From an optimization exercise on the open Yosys and OpenROAD flow, aimed at small area and a short achievable clock period; shortcuts taken in it are not production practice. Function was checked by simulation only, so behaviour that the tests miss may differ from the original.

==> build 81 <==
## dds
module dds
(
    input wire          sys_clk     ,
    input wire          sys_rst_n   ,
    input wire  [5:0]   wave_sel,
    input wire  [3:0]   mode_sel,
    input wire  [8:0]   F,
    input wire  [10:0]  T,
    input wire  [6:0]   Z,
    output reg  [21:0]  dac_data,
    output wire [7:0]   dac_data_8bit
);
reg [5:0]  wave_sel1;
reg [3:0]  mode_sel1;
reg        m1d;                
wire w_lfm  = (wave_sel1 == 6'b000100);
wire w_nflm = (wave_sel1 == 6'b100000);
wire w_bpsk = (wave_sel1 == 6'b001000);
wire w_qpsk = (wave_sel1 == 6'b010000);
wire w_cos  = (wave_sel1 == 6'b000010);
wire w_psk  = w_bpsk | w_qpsk;
wire m_1    = (mode_sel1 == 4'b0001);
wire m_2    = (mode_sel1 == 4'b0010);
wire m_4    = (mode_sel1 == 4'b0100);
wire m_8    = (mode_sel1 == 4'b1000);
function [31:0] radd;
    input [31:0] a;
    input [31:0] b;
    input        ci;
    integer k;
    reg c;
    begin
        c = ci;
        for (k = 0; k < 32; k = k + 1) begin
            radd[k] = a[k] ^ b[k] ^ c;
            c = (a[k] & b[k]) | (c & (a[k] ^ b[k]));
        end
    end
  ...
==> module dds_ctrl, before the edit <==
module dds_ctrl (
    input  wire        clk,
    input  wire [17:0] A,
    input  wire        vld,
    output wire [20:0] mag,       
    output wire        neg        
);
reg [21:0] crs_lo [0:255];
reg [21:0] crs_hi [0:255];
reg [3:0]  cfn    [0:255];
initial begin
    $readmemh("sin_corse.hex", crs_lo);
    $readmemh("sin_corse.hex", crs_hi);
    $readmemh("cos_fine.hex", cfn);
end
wire [1:0]  q   = A[17:16];
wire [7:0]  i   = A[15:8];
wire [7:0]  jx  = A[7:0];
wire [6:0]  il  = i[7] ? ~i[6:0] : i[6:0];
wire [21:0] lo  = crs_lo[{1'b0, il}];         
wire [21:0] hi  = crs_hi[{1'b1, ~il}];        
wire        sx  = i[7] ^ q[0];
wire [21:0] X   = sx ? hi : lo;       
wire [21:0] Y   = sx ? lo : hi;
wire [3:0]  cf  = cfn[jx];
wire signed [7:0]  sd  = {~jx[7], jx[6:0]};
wire signed [27:0] sdx = sd;
wire signed [27:0] sft = (sdx <<< 19) - (sdx <<< 17) + (sdx <<< 14) + (sdx <<< 11) + (sdx <<< 7) - sdx + 28'sd4096;
wire [13:0] sf  = sft[26:13];
wire [25:0] r0  = cf[0] ? {4'd0, X}       : 26'd0;
wire [25:0] r1  = cf[1] ? {3'd0, X, 1'b0} : 26'd0;
wire [25:0] r2  = cf[2] ? {2'd0, X, 2'b0} : 26'd0;
wire [25:0] r3  = cf[3] ? {1'd0, X, 3'b0} : 26'd0;
wire [25:0] s1  = r0 ^ r1 ^ r2;
wire [25:0] c1  = {(r0[24:0] & r1[24:0]) | (r0[24:0] & r2[24:0]) | (r1[24:0] & r2[24:0]), 1'b0};
wire [25:0] s2  = s1 ^ c1 ^ r3;
wire [25:0] c2  = {(s1[24:0] & c1[24:0]) | (s1[24:0] & r3[24:0]) | (c1[24:0] & r3[24:0]), 1'b0};
reg  [25:0] m1;
reg         mc;
integer t;
always @(*) begin
    mc = 1'b0;
    for (t = 0; t < 26; t = t + 1) begin
        m1[t] = s2[t] ^ c2[t] ^ mc;
        mc = (s2[t] & c2[t]) | (mc & (s2[t] ^ c2[t]));
    end
end
wire [35:0] m2 = Y * sf;
reg [4:0]  p1;
reg [13:0] p2;
reg [1:0]  qo;
always @(posedge clk) begin
    p1 <= vld ? m1[25:21] : 5'd0;
    p2 <= vld ? m2[35:22] : 14'd0;
    qo <= q;
end
wire [21:0] add = (i[7] ^ qo[0]) ? hi : lo;
wire [22:0] ca  = {1'b0, add};
wire [22:0] cb  = {9'd0, p2};
wire [22:0] cc  = {18'd0, p1};
wire [22:0] cs  = ca ^ cb ^ cc;
wire [22:0] cy  = {(ca[21:0] & cb[21:0]) | (ca[21:0] & cc[21:0]) | (cb[21:0] & cc[21:0]), 1'b0};
reg  [22:0] sum;
reg         c;
integer b;
always @(*) begin
    c = 1'b0;
    for (b = 0; b < 23; b = b + 1) begin
        sum[b] = cs[b] ^ cy[b] ^ c;
        c = (cs[b] & cy[b]) | (c & (cs[b] ^ cy[b]));
    end
end
assign mag = vld ? sum[22:2] : 21'd0;
assign neg = vld & qo[1];
endmodule
==> flow/config.mk <==
export PLATFORM = sky130hd
export DESIGN_NAME = dds
export DESIGN_NICKNAME = dds
export VERILOG_FILES = /design/flow/design.v
export SDC_FILE = /design/flow/constraint.sdc
export NUM_CORES = 4
export LEC_CHECK = 0
export ABC_AREA = 1
export CAP_MARGIN = 8
export CORE_MARGIN = 2
export CORE_UTILIZATION = 45
export CTS_CLUSTER_DIAMETER = 100
export CTS_CLUSTER_SIZE = 30
export SLEW_MARGIN = 8
export SYNTH_MEMORY_MAX_BITS = 16384
==> flow/constraint.sdc <==
create_clock -name core_clock -period 120.0 [get_ports {sys_clk}]
set_input_delay 24.0000 -clock core_clock [delete_from_list [all_inputs] [get_ports {sys_clk}]]
set_output_delay 24.0000 -clock core_clock [all_outputs]
set_load 0.01 [all_outputs]
standard.sh (not shown) runs the stock make flow with config.mk's settings and CLKGATE_MAP_FILE= SYNTH_SCRIPT=/design/flow/synth_recipe.tcl, a recipe that flattens the netlist after the stock synthesis.
==> flow/flow/run.sh <==
#!/bin/bash
# Layout flow: the standard flow with two changes made after global
# placement, before the standard resizing:
#  - the port buffers that buffer_ports inserts are made
#    sky130_fd_sc_hd__buf_4 (it picks clkdlybuf4s50_1, a delay cell); every
#    port keeps its buffer;
#  - gates in the fanout of the data inputs that drive five or more pins are
#    given drive strength 4 (2 where there is no 4).
set -euo pipefail

# synthesis, floorplan and global placement (with port buffering)
bash standard.sh 3_3_place_gp > flow_to_gp.log 2>&1

openroad -no_init -exit flow/port_buffers.tcl > port_buffers.log 2>&1
openroad -no_init -exit flow/upsize_inputs.tcl > upsize_inputs.log 2>&1

# the rest of the standard flow, from resizing on
bash standard.sh > flow_rest.log 2>&1
Other scripts of this flow, unchanged in this note and not shown: flow/flow/port_buffers.tcl, flow/flow/upsize_inputs.tcl
==> inputs of build 94, as changes to build 81 <==
--- a/flow/design.v
+++ b/flow/design.v
@@ -25,28 +25,11 @@
 wire [3:0]  cf  = cfn[jx];
 wire signed [7:0]  sd  = {~jx[7], jx[6:0]};
 wire signed [27:0] sdx = sd;
 wire signed [27:0] sft = (sdx <<< 19) - (sdx <<< 17) + (sdx <<< 14) + (sdx <<< 11) + (sdx <<< 7) - sdx + 28'sd4096;
 wire [13:0] sf  = sft[26:13];
-wire [25:0] r0  = cf[0] ? {4'd0, X}       : 26'd0;
-wire [25:0] r1  = cf[1] ? {3'd0, X, 1'b0} : 26'd0;
-wire [25:0] r2  = cf[2] ? {2'd0, X, 2'b0} : 26'd0;
-wire [25:0] r3  = cf[3] ? {1'd0, X, 3'b0} : 26'd0;
-wire [25:0] s1  = r0 ^ r1 ^ r2;
-wire [25:0] c1  = {(r0[24:0] & r1[24:0]) | (r0[24:0] & r2[24:0]) | (r1[24:0] & r2[24:0]), 1'b0};
-wire [25:0] s2  = s1 ^ c1 ^ r3;
-wire [25:0] c2  = {(s1[24:0] & c1[24:0]) | (s1[24:0] & r3[24:0]) | (c1[24:0] & r3[24:0]), 1'b0};
-reg  [25:0] m1;
-reg         mc;
-integer t;
-always @(*) begin
-    mc = 1'b0;
-    for (t = 0; t < 26; t = t + 1) begin
-        m1[t] = s2[t] ^ c2[t] ^ mc;
-        mc = (s2[t] & c2[t]) | (mc & (s2[t] ^ c2[t]));
-    end
-end
+wire [25:0] m1 = X * cf;
 wire [35:0] m2 = Y * sf;
 reg [4:0]  p1;
 reg [13:0] p2;
 reg [1:0]  qo;
 always @(posedge clk) begin
@@ -915,14 +898,12 @@
 always @(posedge sys_clk)
     nclr_d <= nflm_clr;
 wire [20:0] nflm_mag;
 wire        nflm_neg;
 dds_ctrl nflm_sine (.clk(sys_clk), .A(rd[5]), .vld(v[8]), .mag(nflm_mag), .neg(nflm_neg));
-wire [31:0] nflm_sum = radd({10'd0, (nflm_neg ? ~{1'b0, nflm_mag} : {1'b0, nflm_mag})},
-                            {10'd0, (nflm_neg ? 22'h200002 : 22'h1FFFFF)}, 1'b0);
 wire [21:0] nflm_ofs = (nflm_mag == 21'd0) ? 22'h1FFFFF :
-                       nflm_sum[21:0];
+                       (nflm_neg ? ~{1'b0, nflm_mag} : {1'b0, nflm_mag}) + (nflm_neg ? 22'h200002 : 22'h1FFFFF);
 always @(posedge sys_clk)
     case (tc_d)
         3'd1: rom_addr_theta <= 23'h1FFFFF;
         3'd2: rom_addr_theta <= 23'h3FFFFF;
         3'd3: rom_addr_theta <= 23'h0FFFFF;
@@ -935,12 +916,11 @@
 wire [22:0] rom_addr = rom_addr_theta + fre_add[31:9];
 wire [21:0] dds_data;
 wire [20:0] main_mag;
 wire        main_neg;
 dds_ctrl main_sine (.clk(sys_clk), .A(rom_addr[22:5]), .vld(v[3]), .mag(main_mag), .neg(main_neg));
-wire [31:0] main_negv = radd({10'h3FF, ~{1'b0, main_mag}}, 32'd0, 1'b1);
-assign dds_data = main_neg ? main_negv[21:0] : {1'b0, main_mag};
+assign dds_data = main_neg ? (22'd0 - {1'b0, main_mag}) : {1'b0, main_mag};
 wire        dac_en   = (mode_sel == 4'b0001) | !T_cnt_d[4];
 wire [7:0]  dds_8bit = dds_data[21:14] + (dds_data[21] ? 8'd129 : 8'd127);
 reg  [7:0]  d8;
 always @(posedge sys_clk or negedge sys_rst_n)
     if (!sys_rst_n) begin
Settings changed: CAP_MARGIN 8 to 15, SLEW_MARGIN 8 to 15.
==> inputs of trial 98, as changes to build 81 <==
--- a/flow/design.v
+++ b/flow/design.v
@@ -25,28 +25,11 @@
 wire [3:0]  cf  = cfn[jx];
 wire signed [7:0]  sd  = {~jx[7], jx[6:0]};
 wire signed [27:0] sdx = sd;
 wire signed [27:0] sft = (sdx <<< 19) - (sdx <<< 17) + (sdx <<< 14) + (sdx <<< 11) + (sdx <<< 7) - sdx + 28'sd4096;
 wire [13:0] sf  = sft[26:13];
-wire [25:0] r0  = cf[0] ? {4'd0, X}       : 26'd0;
-wire [25:0] r1  = cf[1] ? {3'd0, X, 1'b0} : 26'd0;
-wire [25:0] r2  = cf[2] ? {2'd0, X, 2'b0} : 26'd0;
-wire [25:0] r3  = cf[3] ? {1'd0, X, 3'b0} : 26'd0;
-wire [25:0] s1  = r0 ^ r1 ^ r2;
-wire [25:0] c1  = {(r0[24:0] & r1[24:0]) | (r0[24:0] & r2[24:0]) | (r1[24:0] & r2[24:0]), 1'b0};
-wire [25:0] s2  = s1 ^ c1 ^ r3;
-wire [25:0] c2  = {(s1[24:0] & c1[24:0]) | (s1[24:0] & r3[24:0]) | (c1[24:0] & r3[24:0]), 1'b0};
-reg  [25:0] m1;
-reg         mc;
-integer t;
-always @(*) begin
-    mc = 1'b0;
-    for (t = 0; t < 26; t = t + 1) begin
-        m1[t] = s2[t] ^ c2[t] ^ mc;
-        mc = (s2[t] & c2[t]) | (mc & (s2[t] ^ c2[t]));
-    end
-end
+wire [25:0] m1 = X * cf;
 wire [35:0] m2 = Y * sf;
 reg [4:0]  p1;
 reg [13:0] p2;
 reg [1:0]  qo;
 always @(posedge clk) begin
==> impl_metrics.toml <==
[synthesis]
synthTopCellsByArea = "fa_1, ha_1, dfxtp_1"
synth_mux_area_frac = 0.000688
synth_cell_type_count = 98

[placement]
place_ws_ps = 94360
place.gp.congestion = 1.02

[final_layout]
antenna_cells = 4
final_nets = 13900
fillers = 20000
buf_share = 0.0183
drive_gt1_frac = 0.0444

[clock_tree]
worstSkewPairLatency_ps = 660

[run_status]
run_status = "no timing/DRC/antenna violations"

[min_path]
min_from = "rd[1][1]"

[setup_path]
reg2reg_depth = 123

[detailed_routing]
wl_met3_mm = 20.4
the above is filed under build 81

==> impl_metrics.toml <==
[run_status]
run_status = "no timing/DRC/antenna violations"

[clock_tree]
worstSkewPairLatency_ps = 700

[synthesis]
synth_cell_type_count = 84
synthTopCellsByArea = "fa_1, ha_1, dfxtp_1"

[final_layout]
clkCellAreaFrac = 0.0155
antenna_cells = 2
fillers = 20200
final_nets = 14300

[placement]
place_ws_ps = 94740
place.gp.congestion = 1.06

[die]
die_h_um = 452

[min_path]
min_from = "tcd[1][1]"
the above is filed under trial 98

==> impl_metrics.toml <==
[run_status]
run_status = "no timing/DRC/antenna violations"

[final_layout]
buf_share = 0.0167
fillers = 20700
final_nets = 14500
antenna_cells = 4

[placement]
place_ws_ps = 94750

[clock_tree]
worstSkewPairLatency_ps = 700

[synthesis]
synth_cell_type_count = 97
synthTopCellsByArea = "fa_1, ha_1, dfxtp_1"
the above is filed under build 94

## separate check: timing with driven ports
The results above use ideal ports. As a check the final layouts listed here were re-extracted and re-timed, cells and wires unchanged.
Step 1, drivers: a clkbuf_16 drives sys_clk and a buf_2 each remaining input, both assumed.
Step 2 also shifts input and output timing later by t, the mid clock arrival at the registers, as if the neighbouring blocks saw the same clock.
Three values: ideal ports, drivers, drivers and shift; two values: the first two.
run | t (ns) | setup WS [ns] | latest minus earliest clock arrival (ns) | slew at the worst register clock pin (ns)
build 81 | 0.726 | 94.796 / 94.712 / 94.483 | 0.050 / 0.051 | 0.12 / 0.12
build 94 | 0.777 | 94.760 / 94.662 / 94.787 | 0.052 / 0.052 | 0.12 / 0.12
trial 98 | 0.752 | 94.753 / 94.677 / 94.775 | 0.059 / 0.059 | 0.12 / 0.12
After both steps setup and hold are still met in every run listed. For build 81, which loses most, drivers alone change the setup slack by -0.084 ns; drivers and shift together by -0.313 ns.
